From an optimization exercise on the open Yosys and OpenROAD flow, aimed at small area and a short achievable clock period; shortcuts taken in it are not production practice.
The RTL was checked by simulation tests, not by an equivalence proof against the original design.

==> run C <==
// sparc_mul_top
module sparc_mul_top(
   mul_exu_ack, mul_spu_ack, mul_spu_shf_ack, mul_data_out,
   rclk, grst_l, exu_mul_input_vld, exu_mul_rs1_data, exu_mul_rs2_data,
   spu_mul_req_vld, spu_mul_acc, spu_mul_areg_shf, spu_mul_areg_rst,
   spu_mul_op1_data, spu_mul_op2_data, spu_mul_mulres_lshft
   );
export LEC_CHECK = 0
export CAP_MARGIN = 20
export CORE_MARGIN = 2
export CORE_UTILIZATION = 40
export CTS_BUF_LIST = sky130_fd_sc_hd__clkbuf_4
export SLEW_MARGIN = 20
create_clock -name core_clock -period 10.0 [get_ports {rclk}]
standard.sh (not shown) runs the stock make flow with config.mk's settings and CLKGATE_MAP_FILE= SYNTH_SCRIPT=/design/flow/synth_recipe.tcl, a recipe that flattens the netlist after the stock synthesis.
==> flow/flow/run.sh <==
#!/bin/bash
# Standard layout (standard.sh's make call) with a config that adds to
# the standard flow's config.mk:
# - SYNTH_ARGS=-noabc: synthesis skips the quick ABC pass that Yosys's synth
#   runs before ORFS's full-adder extraction. That pass rewrites the
#   carry-save tree's gates with mixed polarities, and extract_fa then leaves
#   an inverter on most full-adder connections. The registers are the ones
#   the standard synthesis makes.
# - the delay cells join DONT_USE_CELLS, so that the port buffers
#   (buffer_ports takes the weakest buffer) are plain buffers.
# - timing repair aims at a 4.4 ns period (the clock stays at 10 ns).
set -euo pipefail
W=$PWD
DLY=""
for c in clkdlybuf4s15_1 clkdlybuf4s15_2 clkdlybuf4s18_1 clkdlybuf4s18_2 \
         clkdlybuf4s25_1 clkdlybuf4s25_2 clkdlybuf4s50_1 clkdlybuf4s50_2 \
         dlygate4sd1_1 dlygate4sd2_1 dlygate4sd3_1 \
         dlymetal6s2s_1 dlymetal6s4s_1 dlymetal6s6s_1; do
  DLY="$DLY sky130_fd_sc_hd__$c"
done
cat > $W/flow/own_config.mk <<EOC
include $W/config.mk
export SYNTH_ARGS = -noabc
export SETUP_SLACK_MARGIN = 5.6
export DONT_USE_CELLS = $DLY
EOC
sed "s#DESIGN_CONFIG=[^ ]*#DESIGN_CONFIG=$W/flow/own_config.mk#" standard.sh > $W/flow/own_standard.sh
bash $W/flow/own_standard.sh finish > flow_make.log 2>&1
==> flow/flow/own_config.mk <==
include /design/flow/config.mk
export SYNTH_ARGS = -noabc
export SETUP_SLACK_MARGIN = 5.6
export DONT_USE_CELLS =  sky130_fd_sc_hd__clkdlybuf4s15_1 sky130_fd_sc_hd__clkdlybuf4s15_2 sky130_fd_sc_hd__clkdlybuf4s18_1 sky130_fd_sc_hd__clkdlybuf4s18_2 sky130_fd_sc_hd__clkdlybuf4s25_1 sky130_fd_sc_hd__clkdlybuf4s25_2 sky130_fd_sc_hd__clkdlybuf4s50_1 sky130_fd_sc_hd__clkdlybuf4s50_2 sky130_fd_sc_hd__dlygate4sd1_1 sky130_fd_sc_hd__dlygate4sd2_1 sky130_fd_sc_hd__dlygate4sd3_1 sky130_fd_sc_hd__dlymetal6s2s_1 sky130_fd_sc_hd__dlymetal6s4s_1 sky130_fd_sc_hd__dlymetal6s6s_1
==> flow/flow/own_standard.sh <==
#!/bin/bash
# The standard flow's own layout of this design, on the ORFS make targets given (by default finish). After
# finish it leaves the final layout's DEF at /design/flow/out/final.def.
set -euo pipefail
make -C /OpenROAD-flow-scripts/flow DESIGN_CONFIG=/design/flow/flow/own_config.mk WORK_HOME=/design/flow/orfs CLKGATE_MAP_FILE= SYNTH_SCRIPT=/design/flow/synth_recipe.tcl CAP_MARGIN=20 CORE_MARGIN=2 CORE_UTILIZATION=40 CTS_BUF_LIST=sky130_fd_sc_hd__clkbuf_4 SLEW_MARGIN=20 "${@:-finish}"
if [[ -f /design/flow/orfs/results/sky130hd/sparc_mul_top/base/6_final.odb ]]; then
  : # left out here: write the final layout as DEF
fi
==> run X: changes against run C <==
--- a/flow/flow/run.sh
+++ b/flow/flow/run.sh
@@ -9,5 +9,5 @@
 # - the delay cells join DONT_USE_CELLS, so that the port buffers
 #   (buffer_ports takes the weakest buffer) are plain buffers.
-# - timing repair aims at a 4.4 ns period (the clock stays at 10 ns).
+# - timing repair aims at a 4.55 ns period (the clock stays at 10 ns).
 set -euo pipefail
 W=$PWD
@@ -22,5 +22,5 @@
 include $W/config.mk
 export SYNTH_ARGS = -noabc
-export SETUP_SLACK_MARGIN = 5.6
+export SETUP_SLACK_MARGIN = 5.45
 export DONT_USE_CELLS = $DLY
 EOC
==> flow/flow/own_config.mk (replaced) <==
include /design/flow/config.mk
export SYNTH_ARGS = -noabc
export SETUP_SLACK_MARGIN = 5.45
export DONT_USE_CELLS =  sky130_fd_sc_hd__clkdlybuf4s15_1 sky130_fd_sc_hd__clkdlybuf4s15_2 sky130_fd_sc_hd__clkdlybuf4s18_1 sky130_fd_sc_hd__clkdlybuf4s18_2 sky130_fd_sc_hd__clkdlybuf4s25_1 sky130_fd_sc_hd__clkdlybuf4s25_2 sky130_fd_sc_hd__clkdlybuf4s50_1 sky130_fd_sc_hd__clkdlybuf4s50_2 sky130_fd_sc_hd__dlygate4sd1_1 sky130_fd_sc_hd__dlygate4sd2_1 sky130_fd_sc_hd__dlygate4sd3_1 sky130_fd_sc_hd__dlymetal6s2s_1 sky130_fd_sc_hd__dlymetal6s4s_1 sky130_fd_sc_hd__dlymetal6s6s_1
==> flow/flow/own_standard.sh (replaced) <==
#!/bin/bash
# The standard flow's own layout of this design, on the ORFS make targets given (by default finish). After
# finish it leaves the final layout's DEF at /design/flow/out/final.def.
set -euo pipefail
make -C /OpenROAD-flow-scripts/flow DESIGN_CONFIG=/design/flow/flow/own_config.mk WORK_HOME=/design/flow/orfs CLKGATE_MAP_FILE= SYNTH_SCRIPT=/design/flow/synth_recipe.tcl CAP_MARGIN=20 CORE_MARGIN=2 CORE_UTILIZATION=40 CTS_BUF_LIST=sky130_fd_sc_hd__clkbuf_8 SLEW_MARGIN=20 "${@:-finish}"
if [[ -f /design/flow/orfs/results/sky130hd/sparc_mul_top/base/6_final.odb ]]; then
  : # left out here: write the final layout as DEF
fi
Settings changed: CTS_BUF_LIST sky130_fd_sc_hd__clkbuf_4 to sky130_fd_sc_hd__clkbuf_8.
==> run H: changes against run C <==
--- a/flow/flow/run.sh
+++ b/flow/flow/run.sh
@@ -9,5 +9,5 @@
 # - the delay cells join DONT_USE_CELLS, so that the port buffers
 #   (buffer_ports takes the weakest buffer) are plain buffers.
-# - timing repair aims at a 4.4 ns period (the clock stays at 10 ns).
+# - timing repair aims at a 4.55 ns period (the clock stays at 10 ns).
 set -euo pipefail
 W=$PWD
@@ -22,5 +22,5 @@
 include $W/config.mk
 export SYNTH_ARGS = -noabc
-export SETUP_SLACK_MARGIN = 5.6
+export SETUP_SLACK_MARGIN = 5.45
 export DONT_USE_CELLS = $DLY
 EOC
==> flow/flow/own_config.mk (replaced) <==
include /design/flow/config.mk
export SYNTH_ARGS = -noabc
export SETUP_SLACK_MARGIN = 5.45
export DONT_USE_CELLS =  sky130_fd_sc_hd__clkdlybuf4s15_1 sky130_fd_sc_hd__clkdlybuf4s15_2 sky130_fd_sc_hd__clkdlybuf4s18_1 sky130_fd_sc_hd__clkdlybuf4s18_2 sky130_fd_sc_hd__clkdlybuf4s25_1 sky130_fd_sc_hd__clkdlybuf4s25_2 sky130_fd_sc_hd__clkdlybuf4s50_1 sky130_fd_sc_hd__clkdlybuf4s50_2 sky130_fd_sc_hd__dlygate4sd1_1 sky130_fd_sc_hd__dlygate4sd2_1 sky130_fd_sc_hd__dlygate4sd3_1 sky130_fd_sc_hd__dlymetal6s2s_1 sky130_fd_sc_hd__dlymetal6s4s_1 sky130_fd_sc_hd__dlymetal6s6s_1
==> flow/flow/own_standard.sh (replaced) <==
#!/bin/bash
# The standard flow's own layout of this design, on the ORFS make targets given (by default finish). After
# finish it leaves the final layout's DEF at /design/flow/out/final.def.
set -euo pipefail
make -C /OpenROAD-flow-scripts/flow DESIGN_CONFIG=/design/flow/flow/own_config.mk WORK_HOME=/design/flow/orfs CLKGATE_MAP_FILE= SYNTH_SCRIPT=/design/flow/synth_recipe.tcl CAP_MARGIN=20 CORE_MARGIN=2 CORE_UTILIZATION=55 CTS_BUF_LIST=sky130_fd_sc_hd__clkbuf_8 SLEW_MARGIN=20 "${@:-finish}"
if [[ -f /design/flow/orfs/results/sky130hd/sparc_mul_top/base/6_final.odb ]]; then
  : # left out here: write the final layout as DEF
fi
Settings changed: CORE_UTILIZATION 40 to 55, CTS_BUF_LIST sky130_fd_sc_hd__clkbuf_4 to sky130_fd_sc_hd__clkbuf_8.
==> summary of the runs <==
In run H the first-iteration DRC count is smaller than in run C, by 4.6%.
Core utilization: run X < run C < run H.
Sequential share of layout area, lowest first: run C, run H, run X.
Worst hold slack: run X is higher than run C (0.0027 ns).
The lowest global-route usage belongs to run X, the highest to run H.
Via count: run H is higher than run X (2.0%).
Non-clock buffer count: run C > run H > run X.
==> figures <==
Resized cells post-CTS: run H 250; run C 388; run X 206
Run status: run H no timing/DRC/antenna violations; run C no timing/DRC/antenna violations; run X no timing/DRC/antenna violations
Met3 Wirelength: run H 49200 um; run C 53200 um; run X 43600 um
Met3 Resource Use GR: run H 20.7%; run C 16.1%; run X 12.4%
Post-route fraction of the period consumed by the critical path: run H 45.6%; run C 45.8%; run X 45.8%
Count of clock buffers in the final design: run H 126; run C 249; run X 120
Number of antenna violations at the first check in global routing: run H 28; run C 34; run X 22
Number of setup buffers added after CTS: run H 114; run C 153; run X 93
Via count: run H 60600; run C 62000; run X 59400
Crit path arrival time: run H 2.56 ns; run C 2.58 ns; run X 2.58 ns
Final Wtd Congestion: run H 0.987; run C 0.981; run X 0.986
Initial cell density of the core: run H 55.4%; run C 40.2%; run X 40.2%

* * *

==> job 1584 <==
Starting RTL as in the previous note.
Settings: LEC_CHECK=0, CAP_MARGIN=20, CORE_MARGIN=2, CORE_UTILIZATION=40, CTS_BUF_LIST=sky130_fd_sc_hd__clkbuf_8, SLEW_MARGIN=20; clock period 10.0 ns.
==> flow/flow/run.sh <==
#!/bin/bash
# Standard layout (standard.sh's make call) with a config that adds to
# the standard flow's config.mk:
# - SYNTH_ARGS=-noabc: synthesis skips the quick ABC pass that Yosys's synth
#   runs before ORFS's full-adder extraction. That pass rewrites the
#   carry-save tree's gates with mixed polarities, and extract_fa then leaves
#   an inverter on most full-adder connections. The registers are the ones
#   the standard synthesis makes.
# - the delay cells join DONT_USE_CELLS, so that the port buffers
#   (buffer_ports takes the weakest buffer) are plain buffers.
# - timing repair aims at a 4.55 ns period (the clock stays at 10 ns).
set -euo pipefail
W=$PWD
DLY=""
for c in clkdlybuf4s15_1 clkdlybuf4s15_2 clkdlybuf4s18_1 clkdlybuf4s18_2 \
         clkdlybuf4s25_1 clkdlybuf4s25_2 clkdlybuf4s50_1 clkdlybuf4s50_2 \
         dlygate4sd1_1 dlygate4sd2_1 dlygate4sd3_1 \
         dlymetal6s2s_1 dlymetal6s4s_1 dlymetal6s6s_1; do
  DLY="$DLY sky130_fd_sc_hd__$c"
done
cat > $W/flow/own_config.mk <<EOC
include $W/config.mk
export SYNTH_ARGS = -noabc
export SETUP_SLACK_MARGIN = 5.45
export DONT_USE_CELLS = $DLY
EOC
sed "s#DESIGN_CONFIG=[^ ]*#DESIGN_CONFIG=$W/flow/own_config.mk#" standard.sh > $W/flow/own_standard.sh
bash $W/flow/own_standard.sh finish > flow_make.log 2>&1
==> job 7002: changes against job 1584 <==
--- a/flow/flow/run.sh
+++ b/flow/flow/run.sh
@@ -10,3 +10,3 @@
 #   (buffer_ports takes the weakest buffer) are plain buffers.
-# - timing repair aims at a 4.55 ns period (the clock stays at 10 ns).
+# - timing repair aims at a 4.7 ns period (the clock stays at 10 ns).
 set -euo pipefail
@@ -23,3 +23,3 @@
 export SYNTH_ARGS = -noabc
-export SETUP_SLACK_MARGIN = 5.45
+export SETUP_SLACK_MARGIN = 5.3
 export DONT_USE_CELLS = $DLY
==> flow/flow/own_config.mk (new file) <==
include /design/flow/config.mk
export SYNTH_ARGS = -noabc
export SETUP_SLACK_MARGIN = 5.3
export DONT_USE_CELLS =  sky130_fd_sc_hd__clkdlybuf4s15_1 sky130_fd_sc_hd__clkdlybuf4s15_2 sky130_fd_sc_hd__clkdlybuf4s18_1 sky130_fd_sc_hd__clkdlybuf4s18_2 sky130_fd_sc_hd__clkdlybuf4s25_1 sky130_fd_sc_hd__clkdlybuf4s25_2 sky130_fd_sc_hd__clkdlybuf4s50_1 sky130_fd_sc_hd__clkdlybuf4s50_2 sky130_fd_sc_hd__dlygate4sd1_1 sky130_fd_sc_hd__dlygate4sd2_1 sky130_fd_sc_hd__dlygate4sd3_1 sky130_fd_sc_hd__dlymetal6s2s_1 sky130_fd_sc_hd__dlymetal6s4s_1 sky130_fd_sc_hd__dlymetal6s6s_1
==> flow/flow/own_standard.sh (new file) <==
#!/bin/bash
# The standard flow's own layout of this design, on the ORFS make targets given (by default finish). After
# finish it leaves the final layout's DEF at /design/flow/out/final.def.
set -euo pipefail
make -C /OpenROAD-flow-scripts/flow DESIGN_CONFIG=/design/flow/flow/own_config.mk WORK_HOME=/design/flow/orfs CLKGATE_MAP_FILE= SYNTH_SCRIPT=/design/flow/synth_recipe.tcl CAP_MARGIN=20 CORE_MARGIN=2 CORE_UTILIZATION=55 CTS_BUF_LIST=sky130_fd_sc_hd__clkbuf_8 SLEW_MARGIN=20 "${@:-finish}"
if [[ -f /design/flow/orfs/results/sky130hd/sparc_mul_top/base/6_final.odb ]]; then
  : # left out here: write the final layout as DEF
fi
Settings changed: CORE_UTILIZATION 40 to 55.
==> job 8143: changes against job 1584 <==
--- a/flow/flow/run.sh
+++ b/flow/flow/run.sh
@@ -10,3 +10,3 @@
 #   (buffer_ports takes the weakest buffer) are plain buffers.
-# - timing repair aims at a 4.55 ns period (the clock stays at 10 ns).
+# - timing repair aims at a 4.6 ns period (the clock stays at 10 ns).
 set -euo pipefail
@@ -23,3 +23,3 @@
 export SYNTH_ARGS = -noabc
-export SETUP_SLACK_MARGIN = 5.45
+export SETUP_SLACK_MARGIN = 5.4
 export DONT_USE_CELLS = $DLY
==> flow/flow/own_config.mk (new file) <==
include /design/flow/config.mk
export SYNTH_ARGS = -noabc
export SETUP_SLACK_MARGIN = 5.4
export DONT_USE_CELLS =  sky130_fd_sc_hd__clkdlybuf4s15_1 sky130_fd_sc_hd__clkdlybuf4s15_2 sky130_fd_sc_hd__clkdlybuf4s18_1 sky130_fd_sc_hd__clkdlybuf4s18_2 sky130_fd_sc_hd__clkdlybuf4s25_1 sky130_fd_sc_hd__clkdlybuf4s25_2 sky130_fd_sc_hd__clkdlybuf4s50_1 sky130_fd_sc_hd__clkdlybuf4s50_2 sky130_fd_sc_hd__dlygate4sd1_1 sky130_fd_sc_hd__dlygate4sd2_1 sky130_fd_sc_hd__dlygate4sd3_1 sky130_fd_sc_hd__dlymetal6s2s_1 sky130_fd_sc_hd__dlymetal6s4s_1 sky130_fd_sc_hd__dlymetal6s6s_1
==> flow/flow/own_standard.sh (new file) <==
#!/bin/bash
# The standard flow's own layout of this design, on the ORFS make targets given (by default finish). After
# finish it leaves the final layout's DEF at /design/flow/out/final.def.
set -euo pipefail
make -C /OpenROAD-flow-scripts/flow DESIGN_CONFIG=/design/flow/flow/own_config.mk WORK_HOME=/design/flow/orfs CLKGATE_MAP_FILE= SYNTH_SCRIPT=/design/flow/synth_recipe.tcl CAP_MARGIN=20 CORE_MARGIN=2 CORE_UTILIZATION=40 CTS_BUF_LIST=sky130_fd_sc_hd__clkbuf_8 SLEW_MARGIN=20 "${@:-finish}"
if [[ -f /design/flow/orfs/results/sky130hd/sparc_mul_top/base/6_final.odb ]]; then
  : # left out here: write the final layout as DEF
fi
==> comparison <==
Job 1584 completed without violations. Job 8143 ran to the end with no violations. Job 7002 went through all stages and came out clean.
In flip-flop and latch count, job 8143 and job 7002 do not differ.
Global-route usage is about the same in job 1584 and job 8143.
The highest first-iteration DRC count belongs to job 1584, the lowest to job 7002.
Register-to-register slack: job 1584 > job 8143 > job 7002.
Via count, highest first: job 8143, job 7002, job 1584.
==> figures <==
quantity	job 1584	job 7002	job 8143
Setup fix buffers added after clock tree synthesis	93	82	112
Worst path bufs/invs	2	1	34
Worst Setup Start Kind	input pin	flip-flop	input pin
Critical Path RT	8.00 ns	10.70 ns	10.70 ns
Met3 track demand over resource	12.4%	19.9%	13.1%
Area after DPL	0.0741 sq mm	0.0734 sq mm	0.0742 sq mm
Place WS	4.31 ns	4.36 ns	4.13 ns
Met1 Resource Use GR	41.7%	57.4%	41.5%
Layout cell share with drive strength beyond 1	9.61%	9.56%	10.2%
Vertical die dimension	427 um	365 um	427 um
Result of the run	no timing/DRC/antenna violations	no timing/DRC/antenna violations	no timing/DRC/antenna violations
Most used cell along the critical path	-	sky130_fd_sc_hd__fa_1	sky130_fd_sc_hd__buf_1

## port drivers added, routing unchanged
How much do the figures lean on ideal ports? The routed layouts below were timed once more, with nothing changed but the port constraints.
Step 1: set_driving_cell puts a clkbuf_16 on rclk and a buf_2 on each other input, an assumption about the parent block.
Step 2 times the ports against the registers' clock, not the clock port: input delays grow and output delays shrink by t, the midpoint of the rising clock arrivals with the driver on.
a / b / c = ideal / step 1 / step 2; a / b = the first two.
run | t (ns) | setup slack, ns | worst register clock-pin slew, ns | pins driven straight from the clock port
run C | 1.304 | 5.416 / 5.140 / 4.688 | 0.09 / 0.09 | 1
run X | 0.983 | 5.419 / 5.269 / 4.681 | 0.08 / 0.08 | 1
run H | 0.945 | 5.437 / 5.247 / 4.740 | 0.08 / 0.08 | 1
job 1584 | 0.983 | 5.419 / 5.269 / 4.681 | 0.08 / 0.08 | 1
job 7002 | 0.931 | 5.298 / 5.110 / 4.905 | 0.07 / 0.07 | 1
job 8143 | 0.952 | 4.882 / 4.785 / 3.834 | 0.07 / 0.07 | 1
After both steps every run listed still meets setup and hold. For job 8143, which loses most, drivers alone change the setup slack by -0.097 ns; drivers and shift together by -1.048 ns.
